Source: an optimization exercise on an open RTL-to-GDS flow (aim: small area and a short achievable clock period). Production flows keep margins and buffers that such runs may drop.
Where RTL was checked, it was by simulation tests only, not by an equivalence proof against the original.
No activity file was given, so power comes from the tool's default toggle rates.

==> flow/design.v <==
module bcd_fadd(
    input  [3:0] a,
    input  [3:0] b,
    output       g,
    output [3:0] l );
    wire k = a[0] & b[0];
    wire c1, c2;
    assign l[0] = a[0] ^ b[0];
    assign l[1] = a[1] ^ b[1] ^ k;
    assign c1   = (a[1] & b[1]) | (a[1] & k) | (b[1] & k);
    assign l[2] = a[2] ^ b[2] ^ c1;
    assign c2   = (a[2] & b[2]) | (a[2] & c1) | (b[2] & c1);
    assign l[3] = a[3] | b[3] | c2;                        
    assign g    = (a[3] & b[3]) | (a[3] & c2) | (b[3] & c2);  
endmodule
module bcd_finc(
    input  [3:0] l,
    input        g,
    input        c,
    output       cout,
    output [3:0] sum );
    wire [3:0] h = {g, l[3] & ~g, l[2:1]};
    wire gen  = h[3] | (h[2] & (h[1] | h[0]));       
    wire prop = (h[2] & ~h[1] & ~h[0]) & l[0];        
    assign cout = gen | (c & prop);
    wire w = l[0] & c;
    assign sum[0] = l[0] ^ c;
    wire is4 = h[2] & ~h[1] & ~h[0];
    wire is9 = h[3] & h[0];
    wire [2:0] m;    
    assign m[0] = h[0] ^ gen;
    assign m[1] = h[1] ^ (~h[0] & (h[3] | (h[2] & h[1])));
    assign m[2] = is4 | is9;
    assign sum[1] = m[0] ^ (w & ~m[2]);
    assign sum[2] = m[1] ^ (w & m[0]);
    assign sum[3] = w ? (m[0] & m[1]) : m[2];
endmodule
module bcd_adder100_core(
    input  [399:0] l,
    input  [99:0]  g,
    input          cin,
    output         cout,
    output [399:0] sum );
    wire [100:0] c;
    assign c[0] = cin;
    genvar i;
    generate
        for (i = 0; i < 100; i = i + 1) begin : digit
            bcd_finc u_inc(
                .l(l[4*i+3 : 4*i]),
                .g(g[i]),
                .c(c[i]),
                .cout(c[i+1]),
                .sum(sum[4*i+3 : 4*i]));
        end
    endgenerate
    assign cout = c[100];
endmodule
module bcd_adder100(
    input              clk,
    input      [399:0] a,
    input      [399:0] b,
    input              cin,
    output reg         cout,
    output reg [399:0] sum );
    wire [399:0] l_w;
    wire [99:0]  g_w;
    reg  [399:0] l_r;
    reg  [99:0]  g_r;
    reg          cin_r;
    wire         cout_w;
    wire [399:0] sum_w;
    genvar i;
    generate
        for (i = 0; i < 100; i = i + 1) begin : pre
            bcd_fadd u_pre(
                .a(a[4*i+3 : 4*i]),
                .b(b[4*i+3 : 4*i]),
                .g(g_w[i]),
                .l(l_w[4*i+3 : 4*i]));
        end
    endgenerate
    bcd_adder100_core u_core(
        .l(l_r), .g(g_r), .cin(cin_r), .cout(cout_w), .sum(sum_w));
    always @(posedge clk) begin
        l_r   <= l_w;
        g_r   <= g_w;
        cin_r <= cin;
        cout  <= cout_w;
        sum   <= sum_w;
    end
endmodule
export LEC_CHECK = 0
export CAP_MARGIN = 20
export CORE_AREA = 4 4 756 126
export CTS_BUF_LIST = sky130_fd_sc_hd__clkbuf_16
export CTS_CLUSTER_DIAMETER = 80
export CTS_CLUSTER_SIZE = 28
export DIE_AREA = 0 0 760 130
export SLEW_MARGIN = 20
create_clock -name core_clock -period 180.0 [get_ports {clk}]
standard.sh (not shown) runs the stock make flow with config.mk's settings and CLKGATE_MAP_FILE= SYNTH_SCRIPT=/design/flow/synth_recipe.tcl, a recipe that flattens the netlist after the stock synthesis.
==> flow/flow/run.sh <==
#!/bin/bash
# The standard layout (standard.sh), with these changes:
#  - synthesis maps with an area-oriented ABC script (flow/abc_area.script)
#    and skips the early "abc -fast" of Yosys's synth (-noabc), so the full
#    and half adders are extracted from the design as written;
#  - every port is buffered with the smallest buffer, buf_1;
#  - the ports are placed digit by digit along the die (flow/io.tcl).
# The rest of ORFS's scripts is used unchanged, from a copy in this folder.
set -euo pipefail
rm -rf scripts_local
cp -r "$FLOW_HOME/scripts" scripts_local
cp flow/abc_area.script scripts_local/abc_speed.script
export SCRIPTS_DIR="$PWD/scripts_local"
export SYNTH_ARGS="-noabc"
export BUFFER_PORTS_ARGS="-buffer_cell sky130_fd_sc_hd__buf_1"
export IO_CONSTRAINTS="$PWD/flow/io.tcl"
bash standard.sh > standard.log 2>&1
==> flow/flow/abc_area.script <==
&get -n
&st
&dch
&nf -R 1000
&put
topo
stime -c
==> flow/flow/io.tcl <==
# Pin placement: digit i of a, b and sum gets the edge slice of the die
# above and below x = [M + i*DW, M + (i+1)*DW): a and two sum bits on the
# top edge, b and the other two sum bits on the bottom edge, so each
# digit's logic sits in one column and its port wires stay short.
set M 10.0
set W [expr {[lindex [ord::get_die_area] 2] - [lindex [ord::get_die_area] 0]}]
set DW [expr {($W - 2 * $M) / 100.0}]
for {set i 0} {$i < 100} {incr i} {
  set x0 [expr {$M + $i * $DW}]
  set x1 [expr {$x0 + $DW}]
  set top {}
  set bot {}
  for {set j 0} {$j < 4} {incr j} {
    set k [expr {4 * $i + $j}]
    lappend top "a\[$k\]"
    lappend bot "b\[$k\]"
  }
  lappend top "sum\[[expr {4 * $i}]\]" "sum\[[expr {4 * $i + 1}]\]"
  lappend bot "sum\[[expr {4 * $i + 2}]\]" "sum\[[expr {4 * $i + 3}]\]"
  set_io_pin_constraint -pin_names $top -region top:[format %.2f $x0]-[format %.2f $x1]
  set_io_pin_constraint -pin_names $bot -region bottom:[format %.2f $x0]-[format %.2f $x1]
}
set_io_pin_constraint -pin_names {cin} -region left:*
set_io_pin_constraint -pin_names {cout} -region right:*
set_io_pin_constraint -pin_names {clk} -region left:*
Change:
--- a/flow/design.v
+++ b/flow/design.v
@@ -16,13 +16,13 @@
 module bcd_finc(
     input  [3:0] l,
     input        g,
     input        c,
     output       cout,
     output [3:0] sum );
-    wire [3:0] h = {g, l[3] & ~g, l[2:1]};
+    wire [3:0] h = {g, l[3] & ~g, l[2:1]};            
     wire gen  = h[3] | (h[2] & (h[1] | h[0]));       
     wire prop = (h[2] & ~h[1] & ~h[0]) & l[0];        
     assign cout = gen | (c & prop);
     wire w = l[0] & c;
     assign sum[0] = l[0] ^ c;
     wire is4 = h[2] & ~h[1] & ~h[0];
After rerunning: The changed run passed the timing, design-rule and antenna checks. Wire length does not change. Count of clock-buffer cells in the layout is unchanged. Core utilization is unchanged. Cell count stays the same. Total power is unchanged. Design area does not change. Sequential power barely changes. Area after synthesis is unchanged. Die area stays the same. Critical path depth does not change. Clock power hardly moves. Worst hold slack does not change. Via count does not change. Clock skew stays the same.
Function not checked in the first run of this note: the RTL went through the layout flow alone.

[afterwards: timing with drivers on the ports]
The flow's constraints put no driver on any port. The routed layouts listed below were extracted and timed again, unchanged, in two steps.
Step 1 (the two cells are an assumption about what drives the block):
set clk [get_ports {clk}]
set_driving_cell -lib_cell sky130_fd_sc_hd__clkbuf_16 $clk
set_driving_cell -lib_cell sky130_fd_sc_hd__buf_2 [delete_from_list [all_inputs] $clk]
Step 2 adds t to the input delays and takes it off the output delays; t is the mean of the earliest and latest rising clock arrival at the registers after step 1. Input paths then give back, and output paths get back, about the clock's delay inside the block.
Three values: ideal ports, drivers, drivers and shift; two values: the first two.
run	t (ns)	setup slack, ns	worst hold slack (ns)	cell pins on the clock port's net
the first run	0.734	142.750 / 142.656 / 142.365	0.480 / 0.480 / 0.480	1
the second run	0.734	142.750 / 142.656 / 142.365	0.480 / 0.480 / 0.480	1
After both steps every run listed still meets setup and hold.
